From an optimization exercise on the open Yosys and OpenROAD flow, aimed at small area and a short achievable clock period; shortcuts taken in it are not production practice.
In this exercise RTL edits were held to simulation tests only and were not proved equivalent to the original.
Power figures rest on the tool's default switching activity, not on a simulated workload.

==> flow/run.sh <==
#!/bin/bash
# synth_recipe.tcl (not shown) runs the flow's synth.tcl, then flattens the netlist and writes it again
# the make line also repeats each setting of config.mk as NAME=value (left out here)
make -C /OpenROAD-flow-scripts/flow DESIGN_CONFIG=/design/flow/config.mk WORK_HOME=/design/flow/orfs CLKGATE_MAP_FILE= SYNTH_SCRIPT=/design/flow/synth_recipe.tcl finish
==> flow/constraint.sdc <==
create_clock -name core_clock -period 6.5 [get_ports {CLK}]
set_input_delay 1.3000 -clock core_clock [delete_from_list [all_inputs] [get_ports {CLK}]]
set_output_delay 1.3000 -clock core_clock [all_outputs]
set_load 0.01 [all_outputs]
==> flow/config.mk <==
export PLATFORM = sky130hd
export DESIGN_NAME = main
export DESIGN_NICKNAME = main
export VERILOG_FILES = /design/flow/design.v
export SDC_FILE = /design/flow/constraint.sdc
export NUM_CORES = 4
export LEC_CHECK = 0
export CAP_MARGIN = 20
export CORE_MARGIN = 2
export CORE_UTILIZATION = 40
export SLEW_MARGIN = 20
==> flow/design.v <==
module reg_mux_1bit_sync (a,clk,reset,clken,b);
parameter regi = 1;
    input a;
    input clk,clken,reset;
    output reg b;
    reg a_reg;
    always @(*) begin
        if (regi) begin 
              b <= a_reg;
        end else begin
            b = a;
        end
    end
    always @(posedge clk) begin
        if (reset) begin
            a_reg <= 0;
        end else begin
             if (clken) begin
                   a_reg <= a;
                end  
        end
    end
endmodule
module reg_mux_8bit_sync (a,clk,reset,clken,b);
parameter regi = 1;
    input [7:0]a;
    input clk,clken,reset;
    output reg [7:0]b;
    reg [7:0]a_reg;
    always @(*) begin
        if (regi) begin 
              b <= a_reg;
        end else begin
            b = a;
        end
    end
    always @(posedge clk) begin
        if (reset) begin
            a_reg <= 0;
        end else begin
            if (clken) begin
                   a_reg <= a;
                end  
        end
    end
endmodule
module reg_mux_18bit_sync (a,clk,reset,clken,b);
parameter regi = 1;
    input [17:0]a;
    input clk,clken,reset;
    output reg [17:0]b;
    reg [17:0]a_reg;
    always @(*) begin
        if (regi) begin 
             b <= a_reg;
        end else begin
            b = a;
        end
    end
    always @(posedge clk) begin
        if (reset) begin
            a_reg <= 0;
        end else begin
            if (clken) begin
                   a_reg <= a;
                end  
        end
    end
endmodule
module reg_mux_36bit_sync (a,clk,reset,clken,b);
parameter regi = 1;
    input [35:0]a;
    input clk,clken,reset;
    output reg [35:0]b;
    reg [35:0]a_reg;
    always @(*) begin
        if (regi) begin 
             b <= a_reg;
        end else begin
            b = a;
        end
    end
    always @(posedge clk) begin
        if (reset) begin
            a_reg <= 0;
        end else begin
             if (clken) begin
                   a_reg <= a;
                end  
        end
    end
endmodule
module reg_mux_48bit_sync (a,clk,reset,clken,b);
parameter regi = 1;
    input [47:0]a;
    input clk,clken,reset;
    output reg [47:0]b;
    reg [47:0]a_reg;
    always @(*) begin
        if (regi) begin 
             b <= a_reg;
        end else begin
            b = a;
        end
    end
    always @(posedge clk) begin
        if (reset) begin
            a_reg <= 0;
        end else begin
             if (clken) begin
                   a_reg <= a;
                end  
        end
    end
endmodule
module reg_mux_1bit_Async (a,clk,reset,clken,b);
parameter regi = 1;
    input a;
    input clk,clken,reset;
    output reg b;
    reg a_reg;
    always @(*) begin
        if (regi) begin
            b <= a_reg;
        end else begin
            b = a;
        end
    end
    always @(posedge clk or posedge reset) begin
        if (reset) begin
            a_reg <= 0;
        end else begin
                if (clken) begin
                   a_reg <= a;
                end  
        end
    end
endmodule
module reg_mux_8bit_Async (a,clk,reset,clken,b);
parameter regi = 1;
    input [7:0]a;
    input clk,clken,reset;
    output reg [7:0]b;
    reg [7:0]a_reg;
    always @(*) begin
        if (regi) begin 
            b <= a_reg;
        end else begin
            b = a;
        end
    end
    always @(posedge clk or posedge reset) begin
        if (reset) begin
            a_reg <= 0;
        end else begin
             if (clken) begin
                   a_reg <= a;
                end  
        end
    end
endmodule
module reg_mux_18bit_Async (a,clk,reset,clken,b);
parameter regi = 1;
    input [17:0]a;
    input clk,clken,reset;
    output reg [17:0]b;
    reg [17:0]a_reg;
    always @(*) begin
        if (regi) begin 
            b <= a_reg;
        end else begin
            b = a;
        end
    end
    always @(posedge clk or posedge reset) begin
        if (reset) begin
            a_reg <= 0;
        end else begin
                if (clken) begin
                    a_reg <= a;
                end
        end
    end
endmodule
module reg_mux_36bit_Async (a,clk,reset,clken,b);
parameter regi = 1;
    input [35:0]a;
    input clk,clken,reset;
    output reg [35:0]b;
    reg [35:0]a_reg;
    always @(*) begin
        if (regi) begin 
             b <= a_reg;
        end else begin
            b = a;
        end
    end
    always @(posedge clk or posedge reset) begin
        if (reset) begin
            a_reg <= 0;
        end else begin
             if (clken) begin
                   a_reg <= a;
                end  
        end
    end
endmodule
module reg_mux_48bit_Async (a,clk,reset,clken,b);
parameter regi = 1;
    input [47:0]a;
    input clk,clken,reset;
    output reg [47:0]b;
    reg [47:0]a_reg;
    always @(*) begin
        if (regi) begin 
            b <= a_reg;
        end else begin
            b = a;
        end
    end
    always @(posedge clk or posedge reset) begin
        if (reset) begin
            a_reg <= 0;
        end else begin
             if (clken) begin
                   a_reg <= a;
                end  
        end
    end
endmodule
module multiplier (a,b,c);
    input [17:0]a,b;
    output [35:0]c;
    assign c = a * b;
endmodule
module per_adder_sub (a,b,operator,c);
    input [17:0]a,b;
    input operator;
    output reg [17:0]c;
    always @(*) begin
        if (operator) begin
            c = a - b;
        end else begin
            c = a + b;
        end
    end
endmodule
module post_adder_sub (a,b,operator,carryin,c,cout);
    input [47:0]a,b;
    input operator,carryin;
    output reg [47:0]c;
    output reg cout;
    always @(*) begin
        if (operator) begin
            {cout,c} = {1'b0,a} - ({1'b0,b} + carryin);
        end else begin
            {cout,c} = {1'b0,a} + {1'b0,b} + carryin;
        end
    end
endmodule
module main (A,B,C,D,CLK,CARRYIN,OPMODE,BCIN,RSTA,RSTB,RSTM,RSTP,RSTC,RSTD,RSTCARRYIN,RSTOPMODE,CEA,CEB,CEM,CEP,CEC,CED,CECARRYIN,CEOPMODE,PCIN,BCOUT,PCOUT,P,M,CARRYOUT,CARRYOUTF);
    parameter A0REG = 0;
    parameter B0REG = 0;
    parameter A1REG = 1;
    parameter B1REG = 1;
    parameter CREG = 1;
    parameter DREG = 1;
    parameter MREG = 1;
    parameter PREG = 1;
    parameter CARRYINREG = 1;
    parameter CARRYOUTREG = 1;
    parameter OPMODEREG = 1;
    parameter CARRYINSEL = "OPMODE5";
    parameter B_INPUT = "DIRECT";
    parameter RSTTYPE = "SYNC";
    input [47:0]C,PCIN;
    input [17:0] A,B,D,BCIN;
    input [7:0] OPMODE;
    input CLK,CARRYIN,RSTA,RSTB,RSTM,RSTP,RSTC,RSTD,RSTCARRYIN,RSTOPMODE,CEA,CEB,CEM,CEP,CEC,CED,CECARRYIN,CEOPMODE;
    output [47:0]PCOUT,P;
    output [35:0]M;
    output [17:0]BCOUT;
    output CARRYOUT,CARRYOUTF;
    wire [47:0]c_reg;
    reg [47:0]x_mux;
    reg [47:0]z_mux;
    wire [47:0]postadd_sub_out;
    wire [35:0]multiply_out;
    wire [17:0]b_bcin;
    wire [17:0]b0_preout;
    wire [17:0]a0_reg;
    wire [17:0]a1_reg;
    wire [17:0]b0_reg;
    wire [17:0]d_reg;
    wire [17:0]preadd_sub_out;
    wire [7:0]opmode_reg;
    wire cin_op5;
    wire cin_reg;
    wire cout_reg;
    generate
    if (RSTTYPE == "SYNC") begin
        reg_mux_18bit_sync #(A0REG) reg_mux_18bit_sync1 (A,CLK,RSTA,CEA,a0_reg );
        reg_mux_18bit_sync #(A1REG) reg_mux_18bit_sync2 (a0_reg,CLK,RSTA,CEA,a1_reg );
        reg_mux_18bit_sync #(B0REG) reg_mux_18bit_sync3 (b_bcin,CLK,RSTB,CEB,b0_reg );
        reg_mux_18bit_sync #(B1REG) reg_mux_18bit_sync4 (b0_preout,CLK,RSTB,CEB,BCOUT );
        reg_mux_48bit_sync #(CREG) reg_mux_48bit_sync1 (C,CLK,RSTC,CEC,c_reg );
        reg_mux_18bit_sync #(DREG) reg_mux_18bit_sync6 (D,CLK,RSTD,CED,d_reg );
        reg_mux_8bit_sync #(OPMODEREG) reg_mux_8bit_sync1 (OPMODE,CLK,RSTOPMODE,CEOPMODE,opmode_reg );
        reg_mux_36bit_sync #(MREG) reg_mux_36bit_sync1 (multiply_out,CLK,RSTM,CEM,M );
        reg_mux_1bit_sync #(CARRYINREG) reg_mux_1bit_sync1 (cin_op5,CLK,RSTCARRYIN,CECARRYIN,cin_reg );
        reg_mux_48bit_sync #(PREG) reg_mux_48bit_sync2 (postadd_sub_out,CLK,RSTP,CEP,PCOUT );
        reg_mux_1bit_sync #(CARRYOUTREG) reg_mux_1bit_sync2 (cout_reg,CLK,RSTCARRYIN,CECARRYIN,CARRYOUT );
    end else begin
        reg_mux_18bit_Async #(A0REG) reg_mux_18bit_Async7 (A,CLK,RSTA,CEA,a0_reg );
        reg_mux_18bit_Async #(A1REG) reg_mux_18bit_Async8 (a0_reg,CLK,RSTA,CEA,a1_reg );
        reg_mux_18bit_Async #(B0REG) reg_mux_18bit_Async9 (b_bcin,CLK,RSTB,CEB,b0_reg );
        reg_mux_18bit_Async #(B1REG) reg_mux_18bit_Async4 (b0_preout,CLK,RSTB,CEB,BCOUT );
        reg_mux_48bit_Async #(CREG) reg_mux_48bit_Async3 (C,CLK,RSTC,CEC,c_reg );
        reg_mux_18bit_Async #(DREG) reg_mux_18bit_Async12 (D,CLK,RSTD,CED,d_reg );
        reg_mux_8bit_Async #(OPMODEREG) reg_mux_8bit_Async2 (OPMODE,CLK,RSTOPMODE,CEOPMODE,opmode_reg );
        reg_mux_36bit_Async #(MREG) reg_mux_36bit_Async2 (multiply_out,CLK,RSTM,CEM,M ); 
        reg_mux_1bit_Async #(CARRYINREG) reg_mux_1bit_Async3 (cin_op5,CLK,RSTCARRYIN,CECARRYIN,cin_reg );
        reg_mux_48bit_Async #(PREG) reg_mux_48bit_Async4 (postadd_sub_out,CLK,RSTP,CEP,PCOUT );
        reg_mux_1bit_sync #(CARRYOUTREG) reg_mux_1bit_sync4 (cout_reg,CLK,RSTCARRYIN,CECARRYIN,CARRYOUT );
    end
endgenerate
    per_adder_sub per_adder_sub (d_reg,b0_reg,opmode_reg[6],preadd_sub_out);
    multiplier multiplier (BCOUT,a1_reg,multiply_out);
    post_adder_sub post_adder_sub (z_mux,x_mux,opmode_reg[7],cin_reg,postadd_sub_out,cout_reg);
    always @(*) begin
        case (opmode_reg[1:0])
            2'b11: x_mux = {d_reg[11:0],a1_reg[17:0],BCOUT[17:0]};
            2'b10: x_mux = PCOUT;
            2'b01: x_mux = M;
            2'b00: x_mux = 0;
        endcase
    end
    always @(*) begin
        case (opmode_reg[3:2])
            2'b11: z_mux = c_reg;
            2'b10: z_mux = PCOUT;
            2'b01: z_mux = PCIN;
            2'b00: z_mux = 0;
        endcase
    end
   assign b_bcin = (B_INPUT == "DIRECT")?B:(B_INPUT == "CASCADE")?BCIN:0;
   assign b0_preout = (opmode_reg[4])?preadd_sub_out:b0_reg;
   assign cin_op5 = (CARRYINSEL == "OPMODE5")?opmode_reg[5]:(CARRYINSEL == "CARRYIN")?CARRYIN:0;
   assign CARRYOUTF = CARRYOUT;
   assign P = PCOUT;
endmodule
==> results.cfg <==
[floorplanning]
rows = 95
die_height_um = 265.7
die_w_um = 265.7
design.die.area_um2 = 70610
top_level_ports = 346
design.core.area_um2 = 67510
start_util = 0.4058

[detailed_routing]
dr_total_vias = 23680
dr.first_iter.drc_count = 1823
drc = 0
ant_nets = 0
detail_route.first_pass.iterations = 6
drt_wl_total_um = 87280
post_drt_wl_per_cell_um = 19.76
post_dr_vias_cell = 5.360

[global_routing]
global_route.overflow_total = 0
wire_length_of_the_first_global_routing_pass_um = 135200
grt_start_max_net_pins = 51
total_routing_resource_utilization_after_global_routing = 0.2466
number_of_antenna_violations_at_the_first_check_in_global_routing = 0
grt_pass1_vias = 23130

[placed_design]
dpl_hpwl_um = 70230
routabilityCongestion = 0.9279
portBuffers = 326

[synth]
syn_area_per_cell_um2 = 8.349
ys.flop_type = sky130_fd_sc_hd__dfxtp_1
synthesis.instances = 3282
synth_seq_cells = 196
mappedNetlistNets = 4004
netlist.area_leader.share = 0.1907
netlist-cell-type-count = 85
yosysMostFrequentCell = sky130_fd_sc_hd__inv_1
async_flop_share = 0
synth-edff-count = 0
yosys-top-cells-count = sky130_fd_sc_hd__inv_1, sky130_fd_sc_hd__nand2_1, sky130_fd_sc_hd__nor2_1, sky130_fd_sc_hd__ha_1, sky130_fd_sc_hd__fa_1
synth_area_leader_cell = sky130_fd_sc_hd__fa_1
synth-seq-area-share = 0.1432
yosys-top-cells-area = sky130_fd_sc_hd__fa_1, sky130_fd_sc_hd__dfxtp_1, sky130_fd_sc_hd__ha_1
mappedNetlistArea_um2 = 27400
ys_warn_count = 9

[finish]
post_route_cells_drive_above_1_share = 0.08863
area_delta_synth_final_pct = 19.18
design.final.nets = 4252

[sta]
max_freq_mhz = 159.1
worst_hold_slack_ns = 0.4928
finClkSkew_ns = 0.01650
timing_worst_slew_pin_value_ns = 1.069
grt_setup_unrepaired = no
finalMaxSlewViolations = 0
report.final.hold_viol_count = 0
setup_viol_count_final = 0
finalCritPeriodShare = 0.9668
final.min_clock_period_ns = 6.284
slew_headroom = 0.2872

[setup_path]
path_class = flip-flop to flip-flop
cp_cell_sequence = buf_12 -> buf_4 -> and2_1 -> fa_1 -> inv_1 -> fa_1 -> fa_1 -> fa_1 -> inv_1 -> fa_1 -> fa_1 -> ha_4 -> nand2_1 -> o31ai_1 -> buf_4 -> a311o_1 -> a21oi_2 -> o21ai_2 -> a21boi_0 -> or4b_2 -> o311ai_0
max_stage_delay_ns = 0.62
critical_path_required_ns = 6.90
critical_path.endpoint_type = flip-flop
critPathArrivalTime_ns = 6.69
timing.critical_path.slowest_stage_cell = sky130_fd_sc_hd__or4b_2
timing.critical_path.mode_cell = sky130_fd_sc_hd__fa_1
critPathMaxFanout = 9
timing.critical_path.from_type = flip-flop

[clock_tree]
cts.sinks = 196
root_buffer = sky130_fd_sc_hd__clkbuf_16
holdBufCountCts = 0
clock_tree_from_tritoncts = yes
cts_post_setup_buffers_inserted = 0
clk_latency_ns = 0.52
cts_inserted_buffers = 17
cts-htree-levels = 4
clk_path_buf_depth = 2
clkSlewWorstSetupHoldPaths_ns = 0.09

[power_and_ir_drop]
power.density_cell_area_nw_per_um2 = 171.8
leakagePower_nw = 15.35
vdd_ir_drop_max_uv = 159.9
totalPowerFinal_mw = 5.609

[status]
run_status = timing/DRC/antenna clean

[min_path]
timing.hold.worst.class = flip-flop to flip-flop

[job]
drv_cap = 0
## cell families after synthesis
| kind of cell | synth area share |
|---|---|
| AND/OR/NAND/NOR | 0.1639 |
| multiplexers | 0.09119 |
| flip-flops | 0.1432 |
| adder cells (fa/ha/maj) | 0.3126 |
| XOR/XNOR | 0.04187 |
| buffers and inverters | 0.09681 |
| AO/OA/AOI/OAI | 0.1504 |
## final timing paths
check / start / end / slack (ns) / cells after the start
setup / recovery: genblk1.reg_mux_18bit_sync4.a_reg[7] / genblk1.reg_mux_36bit_sync1.a_reg[30] / 0.22 / 21
hold / removal: genblk1.reg_mux_36bit_sync1.a_reg[0] / genblk1.reg_mux_36bit_sync1.a_reg[0] / 0.49 / 2
setup reg to reg: genblk1.reg_mux_18bit_sync4.a_reg[7] / genblk1.reg_mux_36bit_sync1.a_reg[30] / 0.22 / 21
hold reg to reg: genblk1.reg_mux_36bit_sync1.a_reg[0] / genblk1.reg_mux_36bit_sync1.a_reg[0] / 0.49 / 2
## repair_timing
action | in CTS | in global routing
setup endpoints to repair | 1 | 6
gates cloned | 0 | 1
gates resized for setup | 3 | 22
pin swaps | 0 | 4
## power breakdown
part           switching, mW  internal [mW]
clock network          0.667          0.531
registers              0.173           1.31
logic                   1.58           1.35
total                   2.42           3.19
## layout make-up
type / instances / area [um2]
clock buffer: 17 / 425.4
antenna: 1 / 2.502
multi-input combinational: 2429 / 20900
timing repair buffer: 466 / 4517
tap: 873 / 1092
inverter: 420 / 1577
fill: 6680 / 34860
sequential: 196 / 3950
clock inverter: 15 / 197.7
## worst max-delay path: cells and delay by family (launching register included)
| kind | cells | cell delay [ns] |
|---|---|---|
| and+or+nand+nor | 3 | 0.83 |
| AOI/OAI and AO/OA | 6 | 1.07 |
| adders and majority gates | 7 | 3.32 |
| buffers and inverters | 5 | 0.58 |
| DFF | 1 | 0.33 |
## routing by layer
layer	share of wire	global-route usage	up-vias
met2	0.43	0.3774	707
met4	0.031	0.08138	0
met3	0.068	0.04427	101
met5	0	0	-
li1	-	-	11370
met1	0.47	0.3500	11490
## stage by stage
step / cells / util / worst slack (ns) / cell area, um2 / TNS [ns]
2_1_floorplan: 3282 / - / 0.1094 / 27400 / 0
4_1_cts: 4416 / 0.4822 / 0.0002509 / 32560 / 0
6_report: 4417 / 0.4837 / 0.2159 / 32660 / 0
5_1_grt: 4416 / 0.4837 / 0.04541 / 32650 / 0
3_5_place_dp: 4384 / 0.4729 / -0.03995 / 31930 / -0.03995
3_3_place_gp: 4384 / 0.4730 / 0.05941 / 31930 / 0
## placed cells by master, fill, tap and decap left out, types with 73 or more instances in the layout
cell and count:
sky130_fd_sc_hd__nor2_1 275, sky130_fd_sc_hd__a21oi_1 148, sky130_fd_sc_hd__o21ai_0 73, sky130_fd_sc_hd__and2_1 150
sky130_fd_sc_hd__mux2_2 84, sky130_fd_sc_hd__mux2i_1 154, sky130_fd_sc_hd__a21o_1 73, sky130_fd_sc_hd__fa_1 261
sky130_fd_sc_hd__dfxtp_1 177, sky130_fd_sc_hd__buf_4 120, sky130_fd_sc_hd__xnor2_1 90, sky130_fd_sc_hd__inv_1 420
sky130_fd_sc_hd__ha_1 265, sky130_fd_sc_hd__a22o_1 84, sky130_fd_sc_hd__nand2_1 292, sky130_fd_sc_hd__clkdlybuf4s50_1 319

what the ideal ports hide:
Ports are ideal in the flow. The routed layout listed here was re-timed in OpenROAD. Step 1, drivers: a clkbuf_16 drives CLK and a buf_2 each remaining input, both assumed. Step 2 also shifts input and output timing later by t, the mid clock arrival at the registers, as if the neighbouring blocks saw the same clock. Slacks: ideal ports / drivers / drivers and shift; pairs: ideal ports / drivers.
t, ns: 0.577
setup WS [ns]: 0.216 / 0.216 / 0.216
worst register clock-pin slew, ns: 0.10 / 0.10
After both steps setup and hold are still met in this run. For this run, drivers alone change the setup slack by 0.000 ns; drivers and shift together by 0.000 ns.
